What follows belongs to an exercise in optimizing a design on an open flow for small area and a short achievable clock period; a production flow would make more cautious choices. In this exercise RTL edits were held to simulation tests only and were not proved equivalent to the original. Power figures rest on the tool's default switching activity, not on a simulated workload.

==> flow/design.v, too long to show whole: its modules and the start of the top module <==
// module rv32i_sc: 139 lines
// module rf_read: 16 lines
// module rf_dec: 26 lines
// module rf_red: 15 lines
// module agu_unit: 417 lines
// module g_inv: 3 lines
// module g_nand2: 3 lines
// module g_nor2: 3 lines
// module g_xor2: 3 lines
// module g_nand3: 3 lines
// module g_nor3: 3 lines
// module g_nand4: 3 lines
// module g_aoi21: 3 lines
// module g_oai21: 3 lines
// module g_mux2i: 3 lines
// module alu_add: 463 lines
// module g_xnor2: 3 lines
// module g_maj3n: 3 lines
// module rf_aoi222: 6 lines
module rv32i_sc (
	input  logic        clk, rst_n,
	output logic [31:0] imem_addr,
	input  logic [31:0] imem_rdata,
	output logic [31:0] dmem_addr,
	output logic [31:0] dmem_wdata,
	output logic        dmem_we,
	input  logic [31:0] dmem_rdata,
	input  logic        SW_Src,
	input  logic [7:0]  io,
	output logic [31:0] out_read
);
  // ...
==> flow/flow/run.sh <==
#!/bin/bash
# The standard ORFS layout (the standard.sh) with two changes: timing
# repair aims for 7 ns of setup slack, and ports are buffered with buf_2.
# make's output goes to standard.log here; ORFS keeps each step's log under orfs/logs.
set -euo pipefail
bash standard.sh SETUP_SLACK_MARGIN=7 "BUFFER_PORTS_ARGS=-buffer_cell sky130_fd_sc_hd__buf_2" finish > standard.log 2>&1
==> flow/standard.sh <==
#!/bin/bash
# synth_recipe.tcl (not shown) runs the flow's synth.tcl, then flattens the netlist and writes it again
# the make line also repeats each setting of config.mk as NAME=value (left out here)
make -C /OpenROAD-flow-scripts/flow DESIGN_CONFIG=/design/flow/config.mk WORK_HOME=/design/flow/orfs CLKGATE_MAP_FILE= SYNTH_SCRIPT=/design/flow/synth_recipe.tcl "${@:-finish}"
==> flow/config.mk <==
export PLATFORM = sky130hd
export DESIGN_NAME = rv32i_sc
export DESIGN_NICKNAME = rv32i_sc
export VERILOG_FILES = /design/flow/design.v
export SDC_FILE = /design/flow/constraint.sdc
export NUM_CORES = 4
export LEC_CHECK = 0
export CAP_MARGIN = 20
export CORE_MARGIN = 2
export CORE_UTILIZATION = 55
export CTS_BUF_LIST = sky130_fd_sc_hd__clkbuf_16
export CTS_CLUSTER_DIAMETER = 120
export CTS_CLUSTER_SIZE = 24
export SLEW_MARGIN = 20
export SYNTH_HIERARCHICAL = 1
==> flow/constraint.sdc <==
create_clock -name core_clock -period 18.0 [get_ports {clk}]
set_input_delay 3.6000 -clock core_clock [delete_from_list [all_inputs] [get_ports {clk}]]
set_output_delay 3.6000 -clock core_clock [all_outputs]
set_load 0.01 [all_outputs]
==> results.json, run 1 <==
{
  "run_status": "complete, no violations",
  "global_route_met1_utilization": 0.568,
  "min-delay-path-class": "flop to flop",
  "num-nonclk-buffers": 519,
  "share_of_synthesized_registers_carrying_an_async_set_or_reset": 0.0866,
  "placement.io_buffers": 200,
  "global_route.peak_usage_layer": "met2",
  "comb_power_share": 0.361,
  "die_outline_area_mm2": 0.108,
  "seq_cells": 1086,
  "place_worst_setup_slack_ps": 5800,
  "top_register": "regs",
  "clk_latency_ps": 720,
  "critical_path_depth": 19,
  "postCtsSetupRepairBufs": 60,
  "ys_seq_area_frac": 0.555,
  "synth.mux.area_fraction": 0.0371,
  "list_of_most_frequent_post_synthesis_cells": "edfxtp_1, a222oi_1, nand2_1",
  "wl_met1_mm": 83.5,
  "min_delay_worst_endpoint": "valid[22]",
  "yosys-top-cells-area": "edfxtp_1, a222oi_1, dfrtp_1, nor3_2, nand2_1",
  "cts.sinks": 1086,
  "synthCells": 4774,
  "hp-start": "valid[22]",
  "synth_enable_flop_cells": 992,
  "clock.fmax_mhz": 89.7,
  "clkSlewWorstSetupHoldPaths_ps": 110,
  "mostFrequentLayoutCell": "edfxtp_1",
  "totalWireLength_mm": 262,
  "yosys.area_share.adder": 0.0206,
  "cp.arrival_ps": 7540,
  "synth-simple-area-share": 0.122,
  "synthXorXnorAreaFrac": 0.0329,
  "design.final.nets": 5392,
  "gp_congestion": 1.07,
  "area_share_clock_buf_inv": 0.0229,
  "final_cycle_utilization_of_the_critical_path": 0.619,
  "relSlewSlack": 0.220,
  "htreeDepth": 2,
  "largest_reg_flops": 992,
  "worst_r2r_endpoint": "regs[27]",
  "dominant_register_cell_in_the_synthesized_netlist": "edfxtp_1",
  "detailroute.wirelength.met2_mm": 112,
  "grt_pass1_vias": 46500,
  "critPathLaunchType": "input port"
}
==> module rv32i_sc, before the edit <==
module rv32i_sc (
	input  logic        clk, rst_n,
	output logic [31:0] imem_addr,
	input  logic [31:0] imem_rdata,
	output logic [31:0] dmem_addr,
	output logic [31:0] dmem_wdata,
	output logic        dmem_we,
	input  logic [31:0] dmem_rdata,
	input  logic        SW_Src,
	input  logic [7:0]  io,
	output logic [31:0] out_read
);
logic [31:0] ins;
assign ins = imem_rdata;
logic [4:0] rs1, rs2, rd;
logic [2:0] f3;
assign rs1 = ins[19:15];
assign rs2 = ins[24:20];
assign rd  = ins[11:7];
assign f3  = ins[14:12];
logic b6, b5, b4, b3, b2;
assign {b6, b5, b4, b3, b2} = ins[6:2];
logic is_store, is_load, is_branch, is_jal, is_jalr, is_op;
assign is_store  = ~b6 &  b5 & ~b4;
assign is_load   = ~b6 & ~b5 & ~b4;
assign is_branch =  b6 & ~b2;
assign is_jal    =  b6 &  b2 &  b3;
assign is_jalr   =  b6 &  b2 & ~b3;
assign is_op     = ~b6 &  b5 &  b4 & ~b2;
logic reg_we;
assign reg_we = ~(is_store | is_branch);
logic [31:0] imm_i, imm_b, imm_j, imm_u, imm_agu, imm_pc;
assign imm_i   = {{20{ins[31]}}, ins[31:20]};
assign imm_b   = {{20{ins[31]}}, ins[7], ins[30:25], ins[11:8], 1'b0};
assign imm_j   = {{12{ins[31]}}, ins[19:12], ins[20], ins[30:21], 1'b0};
assign imm_u   = {ins[31:12], 12'h000};
assign imm_agu = {imm_i[31:5], (~b6 & b5) ? ins[11:7] : ins[24:20]};
assign imm_pc  = ~b6 ? imm_u : (b2 ? imm_j : imm_b);
logic [31:0] pc;
logic [31:1][31:0] regs;
logic [31:1] valid;
logic [31:0] wd;
logic [31:1] wsel, sel1, sel2;
always_ff @(posedge clk or negedge rst_n)
	if (~rst_n) valid <= '0;
	else        valid <= valid | wsel;
genvar gi;
generate
	for (gi = 1; gi < 32; gi++) begin : g_rf
		assign wsel[gi] = reg_we & (rd == gi);
		always_ff @(posedge clk)
			if (wsel[gi]) regs[gi] <= wd;
	end
endgenerate
rf_dec d1 (.a(rs1), .valid(valid), .sel(sel1));
rf_dec d2 (.a(rs2), .valid(valid), .sel(sel2));
logic [31:0] rd1, rd2;
logic [31:0][10:0] n1, n2;
rf_read   rp1 (.sel(sel1), .regs(regs), .n(n1));
rf_read   rp2 (.sel(sel2), .regs(regs), .n(n2));
logic [31:0] rd2_n, rda_n;
rf_red    rr2 (.n(n2), .q_n(rd2_n));
rf_red    rra (.n(n1), .q_n(rda_n));       
assign rd1 = ~rda_n;
assign rd2 = ~rd2_n;
logic [31:0] agu;
logic [31:0] agu_n;
agu_unit u_agu (.n(n1), .imm_n(~imm_agu), .sw_src(SW_Src), .io_n(~io), .sum_n(agu_n), .addr(dmem_addr));
assign agu = ~agu_n;
assign dmem_we    = is_store;
assign dmem_wdata = f3[1] ? rd2 : (f3[0] ? {{16{rd2[15]}}, rd2[15:0]} : {{24{rd2[7]}}, rd2[7:0]});
logic [31:0] opb;
logic        sub;
assign opb = (b5 & ~b2) ? rd2 : imm_i;         
assign sub = b6 | (~f3[2] & (f3[1] | (b5 & ins[30])));
logic [32:0] diff;
alu_add u_add (.a_n(rda_n), .bn(~(opb ^ {32{sub}})), .cin(sub), .sum(diff[31:0]), .cout(diff[32]));
logic ltu, lt, eq;
assign ltu = ~diff[32];
assign lt  = (rd1[31] ^ opb[31]) ? rd1[31] : diff[31];
assign eq  = (rd1 == opb);
logic [31:0] sh_in, sh_r, sh_out;
logic        fill;
logic [4:0]  shamt;
logic [31:0] t1, t2, t4, t8;
assign shamt = opb[4:0];
always_comb
	for (int i = 0; i < 32; i++) sh_in[i] = f3[2] ? rd1[i] : rd1[31 - i];
assign fill = ins[30] & f3[2] & sh_in[31];
assign t1   = shamt[0] ? {fill, sh_in[31:1]} : sh_in;
assign t2   = shamt[1] ? {{2{fill}}, t1[31:2]} : t1;
assign t4   = shamt[2] ? {{4{fill}}, t2[31:4]} : t2;
assign t8   = shamt[3] ? {{8{fill}}, t4[31:8]} : t4;
assign sh_r = shamt[4] ? {{16{fill}}, t8[31:16]} : t8;
always_comb
	for (int i = 0; i < 32; i++) sh_out[i] = f3[2] ? sh_r[i] : sh_r[31 - i];
logic [31:0] alu;
always_comb
	case (f3)
		3'b000: alu = diff[31:0];
		3'b001: alu = sh_out;
		3'b010: alu = {31'b0, lt};
		3'b011: alu = {31'b0, ltu};
		3'b100: alu = rd1 ^ opb;
		3'b101: alu = sh_out;
		3'b110: alu = rd1 | opb;
		default: alu = rd1 & opb;
	endcase
logic [31:0] pc4, pct;
assign pc4 = {pc[31:2] + 30'd1, pc[1:0]};
assign pct = pc + imm_pc;
logic taken;
assign taken = ((f3[2] ? (f3[1] ? ltu : lt) : eq) ^ f3[0]);
logic [31:0] pc_next;
always_comb
	if (is_jalr)                          pc_next = {agu[31:1], 1'b0};
	else if (is_jal | (is_branch & taken)) pc_next = pct;
	else                                   pc_next = pc4;
always_ff @(posedge clk or negedge rst_n)
	if (~rst_n) pc <= '0;
	else        pc <= pc_next;
assign imem_addr = pc;
logic [31:0] ld;
always_comb
	case (f3[1:0])
		2'b00:   ld = {{24{dmem_rdata[7] & ~f3[2]}}, dmem_rdata[7:0]};
		2'b01:   ld = {{16{dmem_rdata[15] & ~f3[2]}}, dmem_rdata[15:0]};
		default: ld = dmem_rdata;
	endcase
always_comb
	if (b6)            wd = pc4;
	else if (~b4)      wd = ld;
	else if (~b2)      wd = alu;
	else if (~b5)      wd = pct;
	else               wd = imm_u;
always_ff @(posedge clk or negedge rst_n)
	if (~rst_n)      out_read <= '0;
	else if (SW_Src) out_read <= dmem_rdata;
endmodule
==> run 2, diff against run 1 <==
--- a/flow/design.v
+++ b/flow/design.v
@@ -73,17 +73,17 @@
 logic        sub;
 assign opb = (b5 & ~b2) ? rd2 : imm_i;         
 assign sub = b6 | (~f3[2] & (f3[1] | (b5 & ins[30])));
 logic [32:0] diff;
 alu_add u_add (.a_n(rda_n), .bn(~(opb ^ {32{sub}})), .cin(sub), .sum(diff[31:0]), .cout(diff[32]));
 logic ltu, lt, eq;
 assign ltu = ~diff[32];
 assign lt  = (rd1[31] ^ opb[31]) ? rd1[31] : diff[31];
-assign eq  = (rd1 == opb);
+assign eq  = ~|diff[31:0];             
 logic [31:0] sh_in, sh_r, sh_out;
 logic        fill;
 logic [4:0]  shamt;
 logic [31:0] t1, t2, t4, t8;
 assign shamt = opb[4:0];
 always_comb
 	for (int i = 0; i < 32; i++) sh_in[i] = f3[2] ? rd1[i] : rd1[31 - i];
 assign fill = ins[30] & f3[2] & sh_in[31];
@@ -741,378 +741,414 @@
 g_nor2  u_g29 (.a(a_n[29]), .b(bn[29]), .y(g0[29]));
 g_xor2  u_x30 (.a(a_n[30]), .b(bn[30]), .y(x[30]));
 g_nand2 u_p30 (.a(a_n[30]), .b(bn[30]), .y(p0[30]));
 g_nor2  u_g30 (.a(a_n[30]), .b(bn[30]), .y(g0[30]));
 g_xor2  u_x31 (.a(a_n[31]), .b(bn[31]), .y(x[31]));
 g_nand2 u_p31 (.a(a_n[31]), .b(bn[31]), .y(p0[31]));
 g_nor2  u_g31 (.a(a_n[31]), .b(bn[31]), .y(g0[31]));
 logic [31:0] g1, p1;
-g_inv   u_g1_0 (.a(g0[0]), .y(g1[0]));
-assign p1[0] = 1'b0;
 g_aoi21 u_g1_1 (.a(p0[1]), .b(g0[0]), .c(g0[1]), .y(g1[1]));
 assign p1[1] = 1'b0;
-g_aoi21 u_g1_2 (.a(p0[2]), .b(g0[1]), .c(g0[2]), .y(g1[2]));
-g_nand2 u_p1_2 (.a(p0[2]), .b(p0[1]), .y(p1[2]));
 g_aoi21 u_g1_3 (.a(p0[3]), .b(g0[2]), .c(g0[3]), .y(g1[3]));
 g_nand2 u_p1_3 (.a(p0[3]), .b(p0[2]), .y(p1[3]));
-g_aoi21 u_g1_4 (.a(p0[4]), .b(g0[3]), .c(g0[4]), .y(g1[4]));
-g_nand2 u_p1_4 (.a(p0[4]), .b(p0[3]), .y(p1[4]));
 g_aoi21 u_g1_5 (.a(p0[5]), .b(g0[4]), .c(g0[5]), .y(g1[5]));
 g_nand2 u_p1_5 (.a(p0[5]), .b(p0[4]), .y(p1[5]));
-g_aoi21 u_g1_6 (.a(p0[6]), .b(g0[5]), .c(g0[6]), .y(g1[6]));
-g_nand2 u_p1_6 (.a(p0[6]), .b(p0[5]), .y(p1[6]));
 g_aoi21 u_g1_7 (.a(p0[7]), .b(g0[6]), .c(g0[7]), .y(g1[7]));
 g_nand2 u_p1_7 (.a(p0[7]), .b(p0[6]), .y(p1[7]));
-g_aoi21 u_g1_8 (.a(p0[8]), .b(g0[7]), .c(g0[8]), .y(g1[8]));
-g_nand2 u_p1_8 (.a(p0[8]), .b(p0[7]), .y(p1[8]));
 g_aoi21 u_g1_9 (.a(p0[9]), .b(g0[8]), .c(g0[9]), .y(g1[9]));
 g_nand2 u_p1_9 (.a(p0[9]), .b(p0[8]), .y(p1[9]));
-g_aoi21 u_g1_10 (.a(p0[10]), .b(g0[9]), .c(g0[10]), .y(g1[10]));
-g_nand2 u_p1_10 (.a(p0[10]), .b(p0[9]), .y(p1[10]));
 g_aoi21 u_g1_11 (.a(p0[11]), .b(g0[10]), .c(g0[11]), .y(g1[11]));
 g_nand2 u_p1_11 (.a(p0[11]), .b(p0[10]), .y(p1[11]));
-g_aoi21 u_g1_12 (.a(p0[12]), .b(g0[11]), .c(g0[12]), .y(g1[12]));
-g_nand2 u_p1_12 (.a(p0[12]), .b(p0[11]), .y(p1[12]));
 g_aoi21 u_g1_13 (.a(p0[13]), .b(g0[12]), .c(g0[13]), .y(g1[13]));
 g_nand2 u_p1_13 (.a(p0[13]), .b(p0[12]), .y(p1[13]));
-g_aoi21 u_g1_14 (.a(p0[14]), .b(g0[13]), .c(g0[14]), .y(g1[14]));
-g_nand2 u_p1_14 (.a(p0[14]), .b(p0[13]), .y(p1[14]));
 g_aoi21 u_g1_15 (.a(p0[15]), .b(g0[14]), .c(g0[15]), .y(g1[15]));
 g_nand2 u_p1_15 (.a(p0[15]), .b(p0[14]), .y(p1[15]));
-g_aoi21 u_g1_16 (.a(p0[16]), .b(g0[15]), .c(g0[16]), .y(g1[16]));
-g_nand2 u_p1_16 (.a(p0[16]), .b(p0[15]), .y(p1[16]));
 g_aoi21 u_g1_17 (.a(p0[17]), .b(g0[16]), .c(g0[17]), .y(g1[17]));
 g_nand2 u_p1_17 (.a(p0[17]), .b(p0[16]), .y(p1[17]));
-g_aoi21 u_g1_18 (.a(p0[18]), .b(g0[17]), .c(g0[18]), .y(g1[18]));
-g_nand2 u_p1_18 (.a(p0[18]), .b(p0[17]), .y(p1[18]));
 g_aoi21 u_g1_19 (.a(p0[19]), .b(g0[18]), .c(g0[19]), .y(g1[19]));
 g_nand2 u_p1_19 (.a(p0[19]), .b(p0[18]), .y(p1[19]));
-g_aoi21 u_g1_20 (.a(p0[20]), .b(g0[19]), .c(g0[20]), .y(g1[20]));
-g_nand2 u_p1_20 (.a(p0[20]), .b(p0[19]), .y(p1[20]));
 g_aoi21 u_g1_21 (.a(p0[21]), .b(g0[20]), .c(g0[21]), .y(g1[21]));
 g_nand2 u_p1_21 (.a(p0[21]), .b(p0[20]), .y(p1[21]));
-g_aoi21 u_g1_22 (.a(p0[22]), .b(g0[21]), .c(g0[22]), .y(g1[22]));
-g_nand2 u_p1_22 (.a(p0[22]), .b(p0[21]), .y(p1[22]));
 g_aoi21 u_g1_23 (.a(p0[23]), .b(g0[22]), .c(g0[23]), .y(g1[23]));
 g_nand2 u_p1_23 (.a(p0[23]), .b(p0[22]), .y(p1[23]));
-g_aoi21 u_g1_24 (.a(p0[24]), .b(g0[23]), .c(g0[24]), .y(g1[24]));
-g_nand2 u_p1_24 (.a(p0[24]), .b(p0[23]), .y(p1[24]));
 g_aoi21 u_g1_25 (.a(p0[25]), .b(g0[24]), .c(g0[25]), .y(g1[25]));
 g_nand2 u_p1_25 (.a(p0[25]), .b(p0[24]), .y(p1[25]));
-g_aoi21 u_g1_26 (.a(p0[26]), .b(g0[25]), .c(g0[26]), .y(g1[26]));
-g_nand2 u_p1_26 (.a(p0[26]), .b(p0[25]), .y(p1[26]));
 g_aoi21 u_g1_27 (.a(p0[27]), .b(g0[26]), .c(g0[27]), .y(g1[27]));
 g_nand2 u_p1_27 (.a(p0[27]), .b(p0[26]), .y(p1[27]));
-g_aoi21 u_g1_28 (.a(p0[28]), .b(g0[27]), .c(g0[28]), .y(g1[28]));
-g_nand2 u_p1_28 (.a(p0[28]), .b(p0[27]), .y(p1[28]));
 g_aoi21 u_g1_29 (.a(p0[29]), .b(g0[28]), .c(g0[29]), .y(g1[29]));
 g_nand2 u_p1_29 (.a(p0[29]), .b(p0[28]), .y(p1[29]));
-g_aoi21 u_g1_30 (.a(p0[30]), .b(g0[29]), .c(g0[30]), .y(g1[30]));
-g_nand2 u_p1_30 (.a(p0[30]), .b(p0[29]), .y(p1[30]));
 g_aoi21 u_g1_31 (.a(p0[31]), .b(g0[30]), .c(g0[31]), .y(g1[31]));
 g_nand2 u_p1_31 (.a(p0[31]), .b(p0[30]), .y(p1[31]));
+assign g1[0] = 1'b0;
+assign p1[0] = 1'b0;
+assign g1[2] = 1'b0;
+assign p1[2] = 1'b0;
+assign g1[4] = 1'b0;
+assign p1[4] = 1'b0;
+assign g1[6] = 1'b0;
+assign p1[6] = 1'b0;
+assign g1[8] = 1'b0;
+assign p1[8] = 1'b0;
+assign g1[10] = 1'b0;
+assign p1[10] = 1'b0;
+assign g1[12] = 1'b0;
+assign p1[12] = 1'b0;
+assign g1[14] = 1'b0;
+assign p1[14] = 1'b0;
+assign g1[16] = 1'b0;
+assign p1[16] = 1'b0;
+assign g1[18] = 1'b0;
+assign p1[18] = 1'b0;
+assign g1[20] = 1'b0;
+assign p1[20] = 1'b0;
+assign g1[22] = 1'b0;
+assign p1[22] = 1'b0;
+assign g1[24] = 1'b0;
+assign p1[24] = 1'b0;
+assign g1[26] = 1'b0;
+assign p1[26] = 1'b0;
+assign g1[28] = 1'b0;
+assign p1[28] = 1'b0;
+assign g1[30] = 1'b0;
+assign p1[30] = 1'b0;
 logic [31:0] g2, p2;
-g_inv   u_g2_0 (.a(g1[0]), .y(g2[0]));
-assign p2[0] = 1'b0;
 g_inv   u_g2_1 (.a(g1[1]), .y(g2[1]));
 assign p2[1] = 1'b0;
-g_oai21 u_g2_2 (.a(p1[2]), .b(g1[0]), .c(g1[2]), .y(g2[2]));
-assign p2[2] = 1'b0;
 g_oai21 u_g2_3 (.a(p1[3]), .b(g1[1]), .c(g1[3]), .y(g2[3]));
 assign p2[3] = 1'b0;
-g_oai21 u_g2_4 (.a(p1[4]), .b(g1[2]), .c(g1[4]), .y(g2[4]));
-g_nor2  u_p2_4 (.a(p1[4]), .b(p1[2]), .y(p2[4]));
 g_oai21 u_g2_5 (.a(p1[5]), .b(g1[3]), .c(g1[5]), .y(g2[5]));
 g_nor2  u_p2_5 (.a(p1[5]), .b(p1[3]), .y(p2[5]));
-g_oai21 u_g2_6 (.a(p1[6]), .b(g1[4]), .c(g1[6]), .y(g2[6]));
-g_nor2  u_p2_6 (.a(p1[6]), .b(p1[4]), .y(p2[6]));
 g_oai21 u_g2_7 (.a(p1[7]), .b(g1[5]), .c(g1[7]), .y(g2[7]));
 g_nor2  u_p2_7 (.a(p1[7]), .b(p1[5]), .y(p2[7]));
-g_oai21 u_g2_8 (.a(p1[8]), .b(g1[6]), .c(g1[8]), .y(g2[8]));
-g_nor2  u_p2_8 (.a(p1[8]), .b(p1[6]), .y(p2[8]));
 g_oai21 u_g2_9 (.a(p1[9]), .b(g1[7]), .c(g1[9]), .y(g2[9]));
 g_nor2  u_p2_9 (.a(p1[9]), .b(p1[7]), .y(p2[9]));
-g_oai21 u_g2_10 (.a(p1[10]), .b(g1[8]), .c(g1[10]), .y(g2[10]));
-g_nor2  u_p2_10 (.a(p1[10]), .b(p1[8]), .y(p2[10]));
 g_oai21 u_g2_11 (.a(p1[11]), .b(g1[9]), .c(g1[11]), .y(g2[11]));
 g_nor2  u_p2_11 (.a(p1[11]), .b(p1[9]), .y(p2[11]));
-g_oai21 u_g2_12 (.a(p1[12]), .b(g1[10]), .c(g1[12]), .y(g2[12]));
-g_nor2  u_p2_12 (.a(p1[12]), .b(p1[10]), .y(p2[12]));
 g_oai21 u_g2_13 (.a(p1[13]), .b(g1[11]), .c(g1[13]), .y(g2[13]));
 g_nor2  u_p2_13 (.a(p1[13]), .b(p1[11]), .y(p2[13]));
-g_oai21 u_g2_14 (.a(p1[14]), .b(g1[12]), .c(g1[14]), .y(g2[14]));
-g_nor2  u_p2_14 (.a(p1[14]), .b(p1[12]), .y(p2[14]));
 g_oai21 u_g2_15 (.a(p1[15]), .b(g1[13]), .c(g1[15]), .y(g2[15]));
 g_nor2  u_p2_15 (.a(p1[15]), .b(p1[13]), .y(p2[15]));
-g_oai21 u_g2_16 (.a(p1[16]), .b(g1[14]), .c(g1[16]), .y(g2[16]));
-g_nor2  u_p2_16 (.a(p1[16]), .b(p1[14]), .y(p2[16]));
 g_oai21 u_g2_17 (.a(p1[17]), .b(g1[15]), .c(g1[17]), .y(g2[17]));
 g_nor2  u_p2_17 (.a(p1[17]), .b(p1[15]), .y(p2[17]));
-g_oai21 u_g2_18 (.a(p1[18]), .b(g1[16]), .c(g1[18]), .y(g2[18]));
-g_nor2  u_p2_18 (.a(p1[18]), .b(p1[16]), .y(p2[18]));
 g_oai21 u_g2_19 (.a(p1[19]), .b(g1[17]), .c(g1[19]), .y(g2[19]));
 g_nor2  u_p2_19 (.a(p1[19]), .b(p1[17]), .y(p2[19]));
-g_oai21 u_g2_20 (.a(p1[20]), .b(g1[18]), .c(g1[20]), .y(g2[20]));
-g_nor2  u_p2_20 (.a(p1[20]), .b(p1[18]), .y(p2[20]));
 g_oai21 u_g2_21 (.a(p1[21]), .b(g1[19]), .c(g1[21]), .y(g2[21]));
 g_nor2  u_p2_21 (.a(p1[21]), .b(p1[19]), .y(p2[21]));
-g_oai21 u_g2_22 (.a(p1[22]), .b(g1[20]), .c(g1[22]), .y(g2[22]));
-g_nor2  u_p2_22 (.a(p1[22]), .b(p1[20]), .y(p2[22]));
 g_oai21 u_g2_23 (.a(p1[23]), .b(g1[21]), .c(g1[23]), .y(g2[23]));
 g_nor2  u_p2_23 (.a(p1[23]), .b(p1[21]), .y(p2[23]));
-g_oai21 u_g2_24 (.a(p1[24]), .b(g1[22]), .c(g1[24]), .y(g2[24]));
-g_nor2  u_p2_24 (.a(p1[24]), .b(p1[22]), .y(p2[24]));
 g_oai21 u_g2_25 (.a(p1[25]), .b(g1[23]), .c(g1[25]), .y(g2[25]));
 g_nor2  u_p2_25 (.a(p1[25]), .b(p1[23]), .y(p2[25]));
-g_oai21 u_g2_26 (.a(p1[26]), .b(g1[24]), .c(g1[26]), .y(g2[26]));
-g_nor2  u_p2_26 (.a(p1[26]), .b(p1[24]), .y(p2[26]));
 g_oai21 u_g2_27 (.a(p1[27]), .b(g1[25]), .c(g1[27]), .y(g2[27]));
 g_nor2  u_p2_27 (.a(p1[27]), .b(p1[25]), .y(p2[27]));
-g_oai21 u_g2_28 (.a(p1[28]), .b(g1[26]), .c(g1[28]), .y(g2[28]));
-g_nor2  u_p2_28 (.a(p1[28]), .b(p1[26]), .y(p2[28]));
 g_oai21 u_g2_29 (.a(p1[29]), .b(g1[27]), .c(g1[29]), .y(g2[29]));
 g_nor2  u_p2_29 (.a(p1[29]), .b(p1[27]), .y(p2[29]));
-g_oai21 u_g2_30 (.a(p1[30]), .b(g1[28]), .c(g1[30]), .y(g2[30]));
-g_nor2  u_p2_30 (.a(p1[30]), .b(p1[28]), .y(p2[30]));
 g_oai21 u_g2_31 (.a(p1[31]), .b(g1[29]), .c(g1[31]), .y(g2[31]));
 g_nor2  u_p2_31 (.a(p1[31]), .b(p1[29]), .y(p2[31]));
+assign g2[0] = 1'b0;
+assign p2[0] = 1'b0;
+assign g2[2] = 1'b0;
+assign p2[2] = 1'b0;
+assign g2[4] = 1'b0;
+assign p2[4] = 1'b0;
+assign g2[6] = 1'b0;
+assign p2[6] = 1'b0;
+assign g2[8] = 1'b0;
+assign p2[8] = 1'b0;
+assign g2[10] = 1'b0;
+assign p2[10] = 1'b0;
+assign g2[12] = 1'b0;
+assign p2[12] = 1'b0;
+assign g2[14] = 1'b0;
+assign p2[14] = 1'b0;
+assign g2[16] = 1'b0;
+assign p2[16] = 1'b0;
+assign g2[18] = 1'b0;
+assign p2[18] = 1'b0;
+assign g2[20] = 1'b0;
+assign p2[20] = 1'b0;
+assign g2[22] = 1'b0;
+assign p2[22] = 1'b0;
+assign g2[24] = 1'b0;
+assign p2[24] = 1'b0;
+assign g2[26] = 1'b0;
+assign p2[26] = 1'b0;
+assign g2[28] = 1'b0;
+assign p2[28] = 1'b0;
+assign g2[30] = 1'b0;
+assign p2[30] = 1'b0;
 logic [31:0] g3, p3;
-g_inv   u_g3_0 (.a(g2[0]), .y(g3[0]));
-assign p3[0] = 1'b0;
 g_inv   u_g3_1 (.a(g2[1]), .y(g3[1]));
 assign p3[1] = 1'b0;
-g_inv   u_g3_2 (.a(g2[2]), .y(g3[2]));
-assign p3[2] = 1'b0;
 g_inv   u_g3_3 (.a(g2[3]), .y(g3[3]));
 assign p3[3] = 1'b0;
-g_aoi21 u_g3_4 (.a(p2[4]), .b(g2[0]), .c(g2[4]), .y(g3[4]));
-assign p3[4] = 1'b0;
 g_aoi21 u_g3_5 (.a(p2[5]), .b(g2[1]), .c(g2[5]), .y(g3[5]));
 assign p3[5] = 1'b0;
-g_aoi21 u_g3_6 (.a(p2[6]), .b(g2[2]), .c(g2[6]), .y(g3[6]));
-assign p3[6] = 1'b0;
 g_aoi21 u_g3_7 (.a(p2[7]), .b(g2[3]), .c(g2[7]), .y(g3[7]));
 assign p3[7] = 1'b0;
-g_aoi21 u_g3_8 (.a(p2[8]), .b(g2[4]), .c(g2[8]), .y(g3[8]));
-g_nand2 u_p3_8 (.a(p2[8]), .b(p2[4]), .y(p3[8]));
 g_aoi21 u_g3_9 (.a(p2[9]), .b(g2[5]), .c(g2[9]), .y(g3[9]));
 g_nand2 u_p3_9 (.a(p2[9]), .b(p2[5]), .y(p3[9]));
-g_aoi21 u_g3_10 (.a(p2[10]), .b(g2[6]), .c(g2[10]), .y(g3[10]));
-g_nand2 u_p3_10 (.a(p2[10]), .b(p2[6]), .y(p3[10]));
 g_aoi21 u_g3_11 (.a(p2[11]), .b(g2[7]), .c(g2[11]), .y(g3[11]));
 g_nand2 u_p3_11 (.a(p2[11]), .b(p2[7]), .y(p3[11]));
-g_aoi21 u_g3_12 (.a(p2[12]), .b(g2[8]), .c(g2[12]), .y(g3[12]));
-g_nand2 u_p3_12 (.a(p2[12]), .b(p2[8]), .y(p3[12]));
 g_aoi21 u_g3_13 (.a(p2[13]), .b(g2[9]), .c(g2[13]), .y(g3[13]));
 g_nand2 u_p3_13 (.a(p2[13]), .b(p2[9]), .y(p3[13]));
-g_aoi21 u_g3_14 (.a(p2[14]), .b(g2[10]), .c(g2[14]), .y(g3[14]));
-g_nand2 u_p3_14 (.a(p2[14]), .b(p2[10]), .y(p3[14]));
 g_aoi21 u_g3_15 (.a(p2[15]), .b(g2[11]), .c(g2[15]), .y(g3[15]));
 g_nand2 u_p3_15 (.a(p2[15]), .b(p2[11]), .y(p3[15]));
-g_aoi21 u_g3_16 (.a(p2[16]), .b(g2[12]), .c(g2[16]), .y(g3[16]));
-g_nand2 u_p3_16 (.a(p2[16]), .b(p2[12]), .y(p3[16]));
 g_aoi21 u_g3_17 (.a(p2[17]), .b(g2[13]), .c(g2[17]), .y(g3[17]));
 g_nand2 u_p3_17 (.a(p2[17]), .b(p2[13]), .y(p3[17]));
-g_aoi21 u_g3_18 (.a(p2[18]), .b(g2[14]), .c(g2[18]), .y(g3[18]));
-g_nand2 u_p3_18 (.a(p2[18]), .b(p2[14]), .y(p3[18]));
 g_aoi21 u_g3_19 (.a(p2[19]), .b(g2[15]), .c(g2[19]), .y(g3[19]));
 g_nand2 u_p3_19 (.a(p2[19]), .b(p2[15]), .y(p3[19]));
-g_aoi21 u_g3_20 (.a(p2[20]), .b(g2[16]), .c(g2[20]), .y(g3[20]));
-g_nand2 u_p3_20 (.a(p2[20]), .b(p2[16]), .y(p3[20]));
 g_aoi21 u_g3_21 (.a(p2[21]), .b(g2[17]), .c(g2[21]), .y(g3[21]));
 g_nand2 u_p3_21 (.a(p2[21]), .b(p2[17]), .y(p3[21]));
-g_aoi21 u_g3_22 (.a(p2[22]), .b(g2[18]), .c(g2[22]), .y(g3[22]));
-g_nand2 u_p3_22 (.a(p2[22]), .b(p2[18]), .y(p3[22]));
 g_aoi21 u_g3_23 (.a(p2[23]), .b(g2[19]), .c(g2[23]), .y(g3[23]));
 g_nand2 u_p3_23 (.a(p2[23]), .b(p2[19]), .y(p3[23]));
-g_aoi21 u_g3_24 (.a(p2[24]), .b(g2[20]), .c(g2[24]), .y(g3[24]));
-g_nand2 u_p3_24 (.a(p2[24]), .b(p2[20]), .y(p3[24]));
 g_aoi21 u_g3_25 (.a(p2[25]), .b(g2[21]), .c(g2[25]), .y(g3[25]));
 g_nand2 u_p3_25 (.a(p2[25]), .b(p2[21]), .y(p3[25]));
-g_aoi21 u_g3_26 (.a(p2[26]), .b(g2[22]), .c(g2[26]), .y(g3[26]));
-g_nand2 u_p3_26 (.a(p2[26]), .b(p2[22]), .y(p3[26]));
 g_aoi21 u_g3_27 (.a(p2[27]), .b(g2[23]), .c(g2[27]), .y(g3[27]));
 g_nand2 u_p3_27 (.a(p2[27]), .b(p2[23]), .y(p3[27]));
-g_aoi21 u_g3_28 (.a(p2[28]), .b(g2[24]), .c(g2[28]), .y(g3[28]));
-g_nand2 u_p3_28 (.a(p2[28]), .b(p2[24]), .y(p3[28]));
 g_aoi21 u_g3_29 (.a(p2[29]), .b(g2[25]), .c(g2[29]), .y(g3[29]));
 g_nand2 u_p3_29 (.a(p2[29]), .b(p2[25]), .y(p3[29]));
-g_aoi21 u_g3_30 (.a(p2[30]), .b(g2[26]), .c(g2[30]), .y(g3[30]));
-g_nand2 u_p3_30 (.a(p2[30]), .b(p2[26]), .y(p3[30]));
 g_aoi21 u_g3_31 (.a(p2[31]), .b(g2[27]), .c(g2[31]), .y(g3[31]));
 g_nand2 u_p3_31 (.a(p2[31]), .b(p2[27]), .y(p3[31]));
+assign g3[0] = 1'b0;
+assign p3[0] = 1'b0;
+assign g3[2] = 1'b0;
+assign p3[2] = 1'b0;
+assign g3[4] = 1'b0;
+assign p3[4] = 1'b0;
+assign g3[6] = 1'b0;
+assign p3[6] = 1'b0;
+assign g3[8] = 1'b0;
+assign p3[8] = 1'b0;
+assign g3[10] = 1'b0;
+assign p3[10] = 1'b0;
+assign g3[12] = 1'b0;
+assign p3[12] = 1'b0;
+assign g3[14] = 1'b0;
+assign p3[14] = 1'b0;
+assign g3[16] = 1'b0;
+assign p3[16] = 1'b0;
+assign g3[18] = 1'b0;
+assign p3[18] = 1'b0;
+assign g3[20] = 1'b0;
+assign p3[20] = 1'b0;
+assign g3[22] = 1'b0;
+assign p3[22] = 1'b0;
+assign g3[24] = 1'b0;
+assign p3[24] = 1'b0;
+assign g3[26] = 1'b0;
+assign p3[26] = 1'b0;
+assign g3[28] = 1'b0;
+assign p3[28] = 1'b0;
+assign g3[30] = 1'b0;
+assign p3[30] = 1'b0;
 logic [31:0] g4, p4;
-g_inv   u_g4_0 (.a(g3[0]), .y(g4[0]));
-assign p4[0] = 1'b0;
 g_inv   u_g4_1 (.a(g3[1]), .y(g4[1]));
 assign p4[1] = 1'b0;
-g_inv   u_g4_2 (.a(g3[2]), .y(g4[2]));
-assign p4[2] = 1'b0;
 g_inv   u_g4_3 (.a(g3[3]), .y(g4[3]));
 assign p4[3] = 1'b0;
-g_inv   u_g4_4 (.a(g3[4]), .y(g4[4]));
-assign p4[4] = 1'b0;
 g_inv   u_g4_5 (.a(g3[5]), .y(g4[5]));
 assign p4[5] = 1'b0;
-g_inv   u_g4_6 (.a(g3[6]), .y(g4[6]));
-assign p4[6] = 1'b0;
 g_inv   u_g4_7 (.a(g3[7]), .y(g4[7]));
 assign p4[7] = 1'b0;
-g_oai21 u_g4_8 (.a(p3[8]), .b(g3[0]), .c(g3[8]), .y(g4[8]));
-assign p4[8] = 1'b0;
 g_oai21 u_g4_9 (.a(p3[9]), .b(g3[1]), .c(g3[9]), .y(g4[9]));
 assign p4[9] = 1'b0;
-g_oai21 u_g4_10 (.a(p3[10]), .b(g3[2]), .c(g3[10]), .y(g4[10]));
-assign p4[10] = 1'b0;
 g_oai21 u_g4_11 (.a(p3[11]), .b(g3[3]), .c(g3[11]), .y(g4[11]));
 assign p4[11] = 1'b0;
-g_oai21 u_g4_12 (.a(p3[12]), .b(g3[4]), .c(g3[12]), .y(g4[12]));
-assign p4[12] = 1'b0;
 g_oai21 u_g4_13 (.a(p3[13]), .b(g3[5]), .c(g3[13]), .y(g4[13]));
 assign p4[13] = 1'b0;
-g_oai21 u_g4_14 (.a(p3[14]), .b(g3[6]), .c(g3[14]), .y(g4[14]));
-assign p4[14] = 1'b0;
 g_oai21 u_g4_15 (.a(p3[15]), .b(g3[7]), .c(g3[15]), .y(g4[15]));
 assign p4[15] = 1'b0;
-g_oai21 u_g4_16 (.a(p3[16]), .b(g3[8]), .c(g3[16]), .y(g4[16]));
-g_nor2  u_p4_16 (.a(p3[16]), .b(p3[8]), .y(p4[16]));
 g_oai21 u_g4_17 (.a(p3[17]), .b(g3[9]), .c(g3[17]), .y(g4[17]));
 g_nor2  u_p4_17 (.a(p3[17]), .b(p3[9]), .y(p4[17]));
-g_oai21 u_g4_18 (.a(p3[18]), .b(g3[10]), .c(g3[18]), .y(g4[18]));
-g_nor2  u_p4_18 (.a(p3[18]), .b(p3[10]), .y(p4[18]));
 g_oai21 u_g4_19 (.a(p3[19]), .b(g3[11]), .c(g3[19]), .y(g4[19]));
 g_nor2  u_p4_19 (.a(p3[19]), .b(p3[11]), .y(p4[19]));
-g_oai21 u_g4_20 (.a(p3[20]), .b(g3[12]), .c(g3[20]), .y(g4[20]));
-g_nor2  u_p4_20 (.a(p3[20]), .b(p3[12]), .y(p4[20]));
 g_oai21 u_g4_21 (.a(p3[21]), .b(g3[13]), .c(g3[21]), .y(g4[21]));
 g_nor2  u_p4_21 (.a(p3[21]), .b(p3[13]), .y(p4[21]));
-g_oai21 u_g4_22 (.a(p3[22]), .b(g3[14]), .c(g3[22]), .y(g4[22]));
-g_nor2  u_p4_22 (.a(p3[22]), .b(p3[14]), .y(p4[22]));
 g_oai21 u_g4_23 (.a(p3[23]), .b(g3[15]), .c(g3[23]), .y(g4[23]));
 g_nor2  u_p4_23 (.a(p3[23]), .b(p3[15]), .y(p4[23]));
-g_oai21 u_g4_24 (.a(p3[24]), .b(g3[16]), .c(g3[24]), .y(g4[24]));
-g_nor2  u_p4_24 (.a(p3[24]), .b(p3[16]), .y(p4[24]));
 g_oai21 u_g4_25 (.a(p3[25]), .b(g3[17]), .c(g3[25]), .y(g4[25]));
 g_nor2  u_p4_25 (.a(p3[25]), .b(p3[17]), .y(p4[25]));
-g_oai21 u_g4_26 (.a(p3[26]), .b(g3[18]), .c(g3[26]), .y(g4[26]));
-g_nor2  u_p4_26 (.a(p3[26]), .b(p3[18]), .y(p4[26]));
 g_oai21 u_g4_27 (.a(p3[27]), .b(g3[19]), .c(g3[27]), .y(g4[27]));
 g_nor2  u_p4_27 (.a(p3[27]), .b(p3[19]), .y(p4[27]));
-g_oai21 u_g4_28 (.a(p3[28]), .b(g3[20]), .c(g3[28]), .y(g4[28]));
-g_nor2  u_p4_28 (.a(p3[28]), .b(p3[20]), .y(p4[28]));
 g_oai21 u_g4_29 (.a(p3[29]), .b(g3[21]), .c(g3[29]), .y(g4[29]));
 g_nor2  u_p4_29 (.a(p3[29]), .b(p3[21]), .y(p4[29]));
-g_oai21 u_g4_30 (.a(p3[30]), .b(g3[22]), .c(g3[30]), .y(g4[30]));
-g_nor2  u_p4_30 (.a(p3[30]), .b(p3[22]), .y(p4[30]));
 g_oai21 u_g4_31 (.a(p3[31]), .b(g3[23]), .c(g3[31]), .y(g4[31]));
 g_nor2  u_p4_31 (.a(p3[31]), .b(p3[23]), .y(p4[31]));
+assign g4[0] = 1'b0;
+assign p4[0] = 1'b0;
+assign g4[2] = 1'b0;
+assign p4[2] = 1'b0;
+assign g4[4] = 1'b0;
+assign p4[4] = 1'b0;
+assign g4[6] = 1'b0;
+assign p4[6] = 1'b0;
+assign g4[8] = 1'b0;
+assign p4[8] = 1'b0;
+assign g4[10] = 1'b0;
+assign p4[10] = 1'b0;
+assign g4[12] = 1'b0;
+assign p4[12] = 1'b0;
+assign g4[14] = 1'b0;
+assign p4[14] = 1'b0;
+assign g4[16] = 1'b0;
+assign p4[16] = 1'b0;
+assign g4[18] = 1'b0;
+assign p4[18] = 1'b0;
+assign g4[20] = 1'b0;
+assign p4[20] = 1'b0;
+assign g4[22] = 1'b0;
+assign p4[22] = 1'b0;
+assign g4[24] = 1'b0;
+assign p4[24] = 1'b0;
+assign g4[26] = 1'b0;
+assign p4[26] = 1'b0;
+assign g4[28] = 1'b0;
+assign p4[28] = 1'b0;
+assign g4[30] = 1'b0;
+assign p4[30] = 1'b0;
 logic [31:0] g5, p5;
-g_inv   u_g5_0 (.a(g4[0]), .y(g5[0]));
-assign p5[0] = 1'b0;
 g_inv   u_g5_1 (.a(g4[1]), .y(g5[1]));
 assign p5[1] = 1'b0;
-g_inv   u_g5_2 (.a(g4[2]), .y(g5[2]));
-assign p5[2] = 1'b0;
 g_inv   u_g5_3 (.a(g4[3]), .y(g5[3]));
 assign p5[3] = 1'b0;
-g_inv   u_g5_4 (.a(g4[4]), .y(g5[4]));
-assign p5[4] = 1'b0;
 g_inv   u_g5_5 (.a(g4[5]), .y(g5[5]));
 assign p5[5] = 1'b0;
-g_inv   u_g5_6 (.a(g4[6]), .y(g5[6]));
-assign p5[6] = 1'b0;
 g_inv   u_g5_7 (.a(g4[7]), .y(g5[7]));
 assign p5[7] = 1'b0;
-g_inv   u_g5_8 (.a(g4[8]), .y(g5[8]));
-assign p5[8] = 1'b0;
 g_inv   u_g5_9 (.a(g4[9]), .y(g5[9]));
 assign p5[9] = 1'b0;
-g_inv   u_g5_10 (.a(g4[10]), .y(g5[10]));
-assign p5[10] = 1'b0;
 g_inv   u_g5_11 (.a(g4[11]), .y(g5[11]));
 assign p5[11] = 1'b0;
-g_inv   u_g5_12 (.a(g4[12]), .y(g5[12]));
-assign p5[12] = 1'b0;
 g_inv   u_g5_13 (.a(g4[13]), .y(g5[13]));
 assign p5[13] = 1'b0;
-g_inv   u_g5_14 (.a(g4[14]), .y(g5[14]));
-assign p5[14] = 1'b0;
 g_inv   u_g5_15 (.a(g4[15]), .y(g5[15]));
 assign p5[15] = 1'b0;
-g_aoi21 u_g5_16 (.a(p4[16]), .b(g4[0]), .c(g4[16]), .y(g5[16]));
-assign p5[16] = 1'b0;
 g_aoi21 u_g5_17 (.a(p4[17]), .b(g4[1]), .c(g4[17]), .y(g5[17]));
 assign p5[17] = 1'b0;
-g_aoi21 u_g5_18 (.a(p4[18]), .b(g4[2]), .c(g4[18]), .y(g5[18]));
-assign p5[18] = 1'b0;
 g_aoi21 u_g5_19 (.a(p4[19]), .b(g4[3]), .c(g4[19]), .y(g5[19]));
 assign p5[19] = 1'b0;
-g_aoi21 u_g5_20 (.a(p4[20]), .b(g4[4]), .c(g4[20]), .y(g5[20]));
-assign p5[20] = 1'b0;
 g_aoi21 u_g5_21 (.a(p4[21]), .b(g4[5]), .c(g4[21]), .y(g5[21]));
 assign p5[21] = 1'b0;
-g_aoi21 u_g5_22 (.a(p4[22]), .b(g4[6]), .c(g4[22]), .y(g5[22]));
-assign p5[22] = 1'b0;
 g_aoi21 u_g5_23 (.a(p4[23]), .b(g4[7]), .c(g4[23]), .y(g5[23]));
 assign p5[23] = 1'b0;
-g_aoi21 u_g5_24 (.a(p4[24]), .b(g4[8]), .c(g4[24]), .y(g5[24]));
-assign p5[24] = 1'b0;
 g_aoi21 u_g5_25 (.a(p4[25]), .b(g4[9]), .c(g4[25]), .y(g5[25]));
 assign p5[25] = 1'b0;
-g_aoi21 u_g5_26 (.a(p4[26]), .b(g4[10]), .c(g4[26]), .y(g5[26]));
-assign p5[26] = 1'b0;
 g_aoi21 u_g5_27 (.a(p4[27]), .b(g4[11]), .c(g4[27]), .y(g5[27]));
 assign p5[27] = 1'b0;
-g_aoi21 u_g5_28 (.a(p4[28]), .b(g4[12]), .c(g4[28]), .y(g5[28]));
-assign p5[28] = 1'b0;
 g_aoi21 u_g5_29 (.a(p4[29]), .b(g4[13]), .c(g4[29]), .y(g5[29]));
 assign p5[29] = 1'b0;
-g_aoi21 u_g5_30 (.a(p4[30]), .b(g4[14]), .c(g4[30]), .y(g5[30]));
-assign p5[30] = 1'b0;
 g_aoi21 u_g5_31 (.a(p4[31]), .b(g4[15]), .c(g4[31]), .y(g5[31]));
 assign p5[31] = 1'b0;
+assign g5[0] = 1'b0;
+assign p5[0] = 1'b0;
+assign g5[2] = 1'b0;
+assign p5[2] = 1'b0;
+assign g5[4] = 1'b0;
+assign p5[4] = 1'b0;
+assign g5[6] = 1'b0;
+assign p5[6] = 1'b0;
+assign g5[8] = 1'b0;
+assign p5[8] = 1'b0;
+assign g5[10] = 1'b0;
+assign p5[10] = 1'b0;
+assign g5[12] = 1'b0;
+assign p5[12] = 1'b0;
+assign g5[14] = 1'b0;
+assign p5[14] = 1'b0;
+assign g5[16] = 1'b0;
+assign p5[16] = 1'b0;
+assign g5[18] = 1'b0;
+assign p5[18] = 1'b0;
+assign g5[20] = 1'b0;
+assign p5[20] = 1'b0;
+assign g5[22] = 1'b0;
+assign p5[22] = 1'b0;
+assign g5[24] = 1'b0;
+assign p5[24] = 1'b0;
+assign g5[26] = 1'b0;
+assign p5[26] = 1'b0;
+assign g5[28] = 1'b0;
+assign p5[28] = 1'b0;
+assign g5[30] = 1'b0;
+assign p5[30] = 1'b0;
+logic [31:0] g6;
+g_inv   u_g6_0 (.a(g0[0]), .y(g6[0]));
+assign g6[1] = g5[1];
+g_aoi21n u_g6_2 (.a(p0[2]), .b(g5[1]), .c(g0[2]), .y(g6[2]));
+assign g6[3] = g5[3];
+g_aoi21n u_g6_4 (.a(p0[4]), .b(g5[3]), .c(g0[4]), .y(g6[4]));
+assign g6[5] = g5[5];
+g_aoi21n u_g6_6 (.a(p0[6]), .b(g5[5]), .c(g0[6]), .y(g6[6]));
+assign g6[7] = g5[7];
+g_aoi21n u_g6_8 (.a(p0[8]), .b(g5[7]), .c(g0[8]), .y(g6[8]));
+assign g6[9] = g5[9];
+g_aoi21n u_g6_10 (.a(p0[10]), .b(g5[9]), .c(g0[10]), .y(g6[10]));
+assign g6[11] = g5[11];
+g_aoi21n u_g6_12 (.a(p0[12]), .b(g5[11]), .c(g0[12]), .y(g6[12]));
+assign g6[13] = g5[13];
+g_aoi21n u_g6_14 (.a(p0[14]), .b(g5[13]), .c(g0[14]), .y(g6[14]));
+assign g6[15] = g5[15];
+g_aoi21n u_g6_16 (.a(p0[16]), .b(g5[15]), .c(g0[16]), .y(g6[16]));
+assign g6[17] = g5[17];
+g_aoi21n u_g6_18 (.a(p0[18]), .b(g5[17]), .c(g0[18]), .y(g6[18]));
+assign g6[19] = g5[19];
+g_aoi21n u_g6_20 (.a(p0[20]), .b(g5[19]), .c(g0[20]), .y(g6[20]));
+assign g6[21] = g5[21];
+g_aoi21n u_g6_22 (.a(p0[22]), .b(g5[21]), .c(g0[22]), .y(g6[22]));
+assign g6[23] = g5[23];
+g_aoi21n u_g6_24 (.a(p0[24]), .b(g5[23]), .c(g0[24]), .y(g6[24]));
+assign g6[25] = g5[25];
+g_aoi21n u_g6_26 (.a(p0[26]), .b(g5[25]), .c(g0[26]), .y(g6[26]));
+assign g6[27] = g5[27];
+g_aoi21n u_g6_28 (.a(p0[28]), .b(g5[27]), .c(g0[28]), .y(g6[28]));
+assign g6[29] = g5[29];
+g_aoi21n u_g6_30 (.a(p0[30]), .b(g5[29]), .c(g0[30]), .y(g6[30]));
+assign g6[31] = g5[31];
 g_xor2 u_s0 (.a(x[0]), .b(cin), .y(sum[0]));
-g_xnor2 u_s1 (.a(x[1]), .b(g5[0]), .y(sum[1]));
-g_xnor2 u_s2 (.a(x[2]), .b(g5[1]), .y(sum[2]));
-g_xnor2 u_s3 (.a(x[3]), .b(g5[2]), .y(sum[3]));
-g_xnor2 u_s4 (.a(x[4]), .b(g5[3]), .y(sum[4]));
-g_xnor2 u_s5 (.a(x[5]), .b(g5[4]), .y(sum[5]));
-g_xnor2 u_s6 (.a(x[6]), .b(g5[5]), .y(sum[6]));
-g_xnor2 u_s7 (.a(x[7]), .b(g5[6]), .y(sum[7]));
-g_xnor2 u_s8 (.a(x[8]), .b(g5[7]), .y(sum[8]));
-g_xnor2 u_s9 (.a(x[9]), .b(g5[8]), .y(sum[9]));
-g_xnor2 u_s10 (.a(x[10]), .b(g5[9]), .y(sum[10]));
-g_xnor2 u_s11 (.a(x[11]), .b(g5[10]), .y(sum[11]));
-g_xnor2 u_s12 (.a(x[12]), .b(g5[11]), .y(sum[12]));
-g_xnor2 u_s13 (.a(x[13]), .b(g5[12]), .y(sum[13]));
-g_xnor2 u_s14 (.a(x[14]), .b(g5[13]), .y(sum[14]));
-g_xnor2 u_s15 (.a(x[15]), .b(g5[14]), .y(sum[15]));
-g_xnor2 u_s16 (.a(x[16]), .b(g5[15]), .y(sum[16]));
-g_xnor2 u_s17 (.a(x[17]), .b(g5[16]), .y(sum[17]));
-g_xnor2 u_s18 (.a(x[18]), .b(g5[17]), .y(sum[18]));
-g_xnor2 u_s19 (.a(x[19]), .b(g5[18]), .y(sum[19]));
-g_xnor2 u_s20 (.a(x[20]), .b(g5[19]), .y(sum[20]));
-g_xnor2 u_s21 (.a(x[21]), .b(g5[20]), .y(sum[21]));
-g_xnor2 u_s22 (.a(x[22]), .b(g5[21]), .y(sum[22]));
-g_xnor2 u_s23 (.a(x[23]), .b(g5[22]), .y(sum[23]));
-g_xnor2 u_s24 (.a(x[24]), .b(g5[23]), .y(sum[24]));
-g_xnor2 u_s25 (.a(x[25]), .b(g5[24]), .y(sum[25]));
-g_xnor2 u_s26 (.a(x[26]), .b(g5[25]), .y(sum[26]));
-g_xnor2 u_s27 (.a(x[27]), .b(g5[26]), .y(sum[27]));
-g_xnor2 u_s28 (.a(x[28]), .b(g5[27]), .y(sum[28]));
-g_xnor2 u_s29 (.a(x[29]), .b(g5[28]), .y(sum[29]));
-g_xnor2 u_s30 (.a(x[30]), .b(g5[29]), .y(sum[30]));
-g_xnor2 u_s31 (.a(x[31]), .b(g5[30]), .y(sum[31]));
-g_inv u_co (.a(g5[31]), .y(cout));
+g_xnor2 u_s1 (.a(x[1]), .b(g6[0]), .y(sum[1]));
+g_xnor2 u_s2 (.a(x[2]), .b(g6[1]), .y(sum[2]));
+g_xnor2 u_s3 (.a(x[3]), .b(g6[2]), .y(sum[3]));
+g_xnor2 u_s4 (.a(x[4]), .b(g6[3]), .y(sum[4]));
+g_xnor2 u_s5 (.a(x[5]), .b(g6[4]), .y(sum[5]));
+g_xnor2 u_s6 (.a(x[6]), .b(g6[5]), .y(sum[6]));
+g_xnor2 u_s7 (.a(x[7]), .b(g6[6]), .y(sum[7]));
+g_xnor2 u_s8 (.a(x[8]), .b(g6[7]), .y(sum[8]));
+g_xnor2 u_s9 (.a(x[9]), .b(g6[8]), .y(sum[9]));
+g_xnor2 u_s10 (.a(x[10]), .b(g6[9]), .y(sum[10]));
+g_xnor2 u_s11 (.a(x[11]), .b(g6[10]), .y(sum[11]));
+g_xnor2 u_s12 (.a(x[12]), .b(g6[11]), .y(sum[12]));
+g_xnor2 u_s13 (.a(x[13]), .b(g6[12]), .y(sum[13]));
+g_xnor2 u_s14 (.a(x[14]), .b(g6[13]), .y(sum[14]));
+g_xnor2 u_s15 (.a(x[15]), .b(g6[14]), .y(sum[15]));
+g_xnor2 u_s16 (.a(x[16]), .b(g6[15]), .y(sum[16]));
+g_xnor2 u_s17 (.a(x[17]), .b(g6[16]), .y(sum[17]));
+g_xnor2 u_s18 (.a(x[18]), .b(g6[17]), .y(sum[18]));
+g_xnor2 u_s19 (.a(x[19]), .b(g6[18]), .y(sum[19]));
+g_xnor2 u_s20 (.a(x[20]), .b(g6[19]), .y(sum[20]));
+g_xnor2 u_s21 (.a(x[21]), .b(g6[20]), .y(sum[21]));
+g_xnor2 u_s22 (.a(x[22]), .b(g6[21]), .y(sum[22]));
+g_xnor2 u_s23 (.a(x[23]), .b(g6[22]), .y(sum[23]));
+g_xnor2 u_s24 (.a(x[24]), .b(g6[23]), .y(sum[24]));
+g_xnor2 u_s25 (.a(x[25]), .b(g6[24]), .y(sum[25]));
+g_xnor2 u_s26 (.a(x[26]), .b(g6[25]), .y(sum[26]));
+g_xnor2 u_s27 (.a(x[27]), .b(g6[26]), .y(sum[27]));
+g_xnor2 u_s28 (.a(x[28]), .b(g6[27]), .y(sum[28]));
+g_xnor2 u_s29 (.a(x[29]), .b(g6[28]), .y(sum[29]));
+g_xnor2 u_s30 (.a(x[30]), .b(g6[29]), .y(sum[30]));
+g_xnor2 u_s31 (.a(x[31]), .b(g6[30]), .y(sum[31]));
+g_inv u_co (.a(g6[31]), .y(cout));
 endmodule
 module g_xnor2 (input logic a, b, output logic y);
 assign y = ~(a ^ b);
 endmodule
 module g_maj3n (input logic a, b, c, output logic y);
 assign y = (~a & ~b) | ((~a | ~b) & c);
 endmodule
+module g_aoi21n (input logic a, b, c, output logic y);
+assign y = ~((a & ~b) | c);
+endmodule
 module rf_aoi222 (
 	input  logic a, b, c, d, e, f,
 	output logic y
 );
 assign y = ~((a & b) | (c & d) | (e & f));
 endmodule
==> results.json, run 2 <==
{
  "clk_path_buf_depth": 3,
  "final_cells": 6578,
  "drcViolationCount": 0,
  "hp-start": "valid[28]",
  "design.portCount": 204,
  "list_of_most_frequent_post_synthesis_cells": "edfxtp_1, a222oi_1, nand2_1",
  "clk_latency_ps": 770,
  "die_h_um": 326,
  "grt_pass1_vias": 46300,
  "grt_pass1_wl_mm": 359,
  "clock.fmax_mhz": 89.3,
  "grt-ovfl-total": 0,
  "cts-root-buf": "clkbuf_16",
  "register_to_register_setup_slack_ps": 10170,
  "reg.largest.list": "regs (992), out_read (32)",
  "synth.ff_latch_count": 1086,
  "design.final.nets": 5331,
  "synth_nets": 4853,
  "min_delay_worst_endpoint": "valid[28]",
  "critPathLaunchType": "input port",
  "timing.critical_path.to_type": "output pin",
  "hold_viol_final": 0,
  "whs_path_depth": 1,
  "worst_r2r_endpoint": "pc[30]",
  "relSlewSlack": 0.141,
  "r2r.worst_path.cells": 28,
  "yosys.area_share.adder": 0.0211,
  "htreeDepth": 2,
  "synth_enable_flop_cells": 992,
  "share_of_synthesized_registers_carrying_an_async_set_or_reset": 0.0866,
  "crit_path_max_fanout": 7,
  "top_register": "regs",
  "die-width_um": 326,
  "synth_top_cell_area_share": 0.521,
  "r2r-start": "valid[22]",
  "yosys_warnings": 7,
  "setup_tns_ps": 0,
  "yosysTopAreaCell": "edfxtp_1",
  "min-delay-path-class": "flop to flop",
  "fp-row-count": 118,
  "finalMaxSlewViolations": 0,
  "synth.mux.area_fraction": 0.0298,
  "vias_per_cell": 7.93,
  "die_outline_area_mm2": 0.107,
  "post-route-util": 0.640,
  "max-vdd-ir-drop_uv": 103,
  "routed-via-count": 52200,
  "avg_cell_area_syn_um2": 12.2,
  "power.density_cell_area_mw_per_mm2": 107,
  "synthMostInstantiatedCell": "edfxtp_1",
  "cap_violations": 0,
  "placement.io_buffers": 200,
  "yosys-top-cells-area": "edfxtp_1, a222oi_1, dfrtp_1, nor3_2, nand4_1",
  "synthDistinctLibCells": 85,
  "ys_seq_area_frac": 0.562,
  "finalCriticalPeriod_ps": 11200,
  "wp_data_required_ps": 14400,
  "initial_utilization": 0.553,
  "routedWlPerCell_um": 41.5,
  "cts.sinks": 1086,
  "final_cell_area_mm2": 0.0661,
  "mappedNetlistArea_mm2": 0.0572,
  "setup_repair_after_global_routing_missed_its_margin": "true",
  "detail-route-antenna-nets": 0,
  "cp.arrival_ps": 7600,
  "placedCellCount": 6331,
  "drive_gt1_frac": 0.221,
  "dominant_register_cell_in_the_synthesized_netlist": "edfxtp_1",
  "synth-simple-area-share": 0.122,
  "synth_compound_area_frac": 0.208,
  "p_leak_uw": 0.0238,
  "gp_congestion": 1.08,
  "synthCells": 4683,
  "cts_inserted_buffers": 52,
  "pin_count_of_the_biggest_net_entering_global_routing": 65,
  "clock_skew_ps": 68.2,
  "dpl-instance-area_mm2": 0.0617,
  "run_status": "complete, no violations",
  "combinational_family_with_the_most_area_after_synthesis": "compound AO/OA/AOI/OAI gates",
  "tritoncts": "yes",
  "area_growth_pct": 15.6,
  "dpl.hpwl_mm": 174,
  "detail_route.first_pass.iterations": 15,
  "layout_common_cells": "edfxtp_1, a222oi_1, nand2_1",
  "mostFrequentLayoutCell": "edfxtp_1",
  "worst-slew-pin-transition_ps": 1280,
  "core_mm2": 0.103,
  "clkSlewWorstSetupHoldPaths_ps": 100,
  "first_iter_violations": 14300,
  "number_of_antenna_violations_at_the_first_check_in_global_routing": 18,
  "final_cycle_utilization_of_the_critical_path": 0.622,
  "setup_violations": 0,
  "synthXorXnorAreaFrac": 0.0328,
  "totalWireLength_mm": 273,
  "worst-setup-path-type": "input port to output pin",
  "gr-usage-all-layers": 0.484,
  "largest_reg_flops": 992
}
[run 2: changes by cell type after synthesis, sizes merged, moves of 7 or more]
cell / before / now
a211oi: 29 / 37
a21o: 45 / 34
a21oi: 341 / 324
a221o: 12 / 5
a221oi: 13 / 25
a22oi: 30 / 21
mux2i: 98 / 74
mux4: 29 / 20
nand2: 371 / 342
nand3: 146 / 153
nor2: 324 / 306
o211ai: 25 / 47
o21ai: 250 / 213
[run 2: stage by stage]
| stage | hold slack [ps] | setup WS [ps] | power (uW) |
|---|---|---|---|
| detailed placement | 480 | 5900 | 5490 |
| global route | 516 | 6760 | 7200 |
| global placement | 478 | 5920 | 5480 |
| floorplan | 463 | 7860 | 4440 |
| finish | 504 | 6800 | 7070 |
| CTS | 504 | 7000 | 6850 |
[run 2: final cells by class]
type | count | area (um2)
Antenna cell | 20 | 50.0
Clock buffer | 52 | 1300
Clock inverter | 19 | 180
Fill cell | 8087 | 37200
Inverter | 249 | 952
Multi-Input combinational cell | 3225 | 25300
Sequential cell | 1086 | 32100
Tap cell | 1380 | 1730
Timing Repair Buffer | 547 | 4490
[run 2: per-layer routing]
layer  routed length, um  track usage
met2              114000        0.709
met3               44300        0.169
met5                 165      0.00355
met1               85200        0.579
met4               29900        0.394
[run 2: cell families (layout without fill, tap and decap cells)]
kind of cell	after synthesis	in the layout
muxes	138	138
xor gates and xnor gates	214	214
adders and majority gates	96	96
and+or+nand+nor	1308	1308
AOI/OAI and AO/OA	1468	1468
buffers and inverters	372	867
other	1	21
DFF	1086	1086
[run 2: worst max-delay path by stage]
stage | start | to | slack (ps) | cells past startpoint
finish | imem_rdata[17] | dmem_addr[27] | 6800 | 21
global placement | imem_rdata[24] | pc[16] | 5920 | 32
floorplan | imem_rdata[18] | dmem_addr[29] | 7860 | 14
global route | imem_rdata[15] | dmem_addr[25] | 6760 | 19
CTS | imem_rdata[17] | dmem_addr[21] | 7000 | 18
detailed placement | imem_rdata[19] | dmem_addr[31] | 5900 | 17
[run 2: power by group]
group / switching (uW) / leakage, uW / internal [uW]
registers: 120 / 0.0100 / 3040
logic: 1810 / 0.0130 / 756
clock network: 820 / 0.000754 / 534
[run 2: worst max-delay path, cell delays in order]
cell      delay [ps]
buf_12           110
buf_4            130
buf_4            140
nand3_4          160
nor3_4           130
buf_12           180
a222oi_1         420
nand4_1          770
nor3_4           390
buf_6            170
nand2_4           70
a21oi_4          230
o21ai_4           90
a21oi_2          170
buf_4            130
o21ai_2           50
a21oi_2          140
xor2_2           160
buf_6            160
nor2_4            40
buf_6            140
[run 2: what timing repair did]
action / in CTS / in global routing
cloned: 0 / 13
pin swaps: 64 / 113
setup buffers: 48 / 95
endpoints found under the setup margin: 83 / 82
gates resized for setup: 104 / 118
hold buffers: 0 / 0
[run 2: per-module statistics from Yosys, one instance, submodules excluded, excerpt]
module	flops+latches	cells inside
g_aoi21	0	1
g_aoi21n	0	2
g_nand2	0	1
g_nand3	0	1
g_nand4	0	1
g_nor2	0	1
g_nor3	0	1
g_oai21	0	1
g_xnor2	0	1
g_xor2	0	1
rf_aoi222	0	1
rv32i_sc	1086	2741

## afterwards: timing with drivers on the ports
How much do the figures lean on ideal ports? The routed layouts below were timed once more, with nothing changed but the port constraints.
Step 1 sets driving cells, clkbuf_16 on the clock port and buf_2 on the other inputs (assumed; they add their load-dependent delay and slew).
Step 2 adds t to the input delays and takes it off the output delays; t is the mean of the earliest and latest rising clock arrival at the registers after step 1. Input paths then give back, and output paths get back, about the clock's delay inside the block.
Three values: ideal ports, drivers, drivers and shift; two values: the first two.
run | t (ns) | slack for setup (ns) | hold slack, ns
run 1 | 0.775 | 6.857 / 6.763 / 6.382 | 0.503 / 0.503 / 0.503
run 2 | 0.799 | 6.802 / 6.668 / 6.109 | 0.504 / 0.504 / 0.504
After both steps setup and hold are still met in every run listed. For run 2, which loses most, drivers alone change the setup slack by -0.134 ns; drivers and shift together by -0.693 ns.
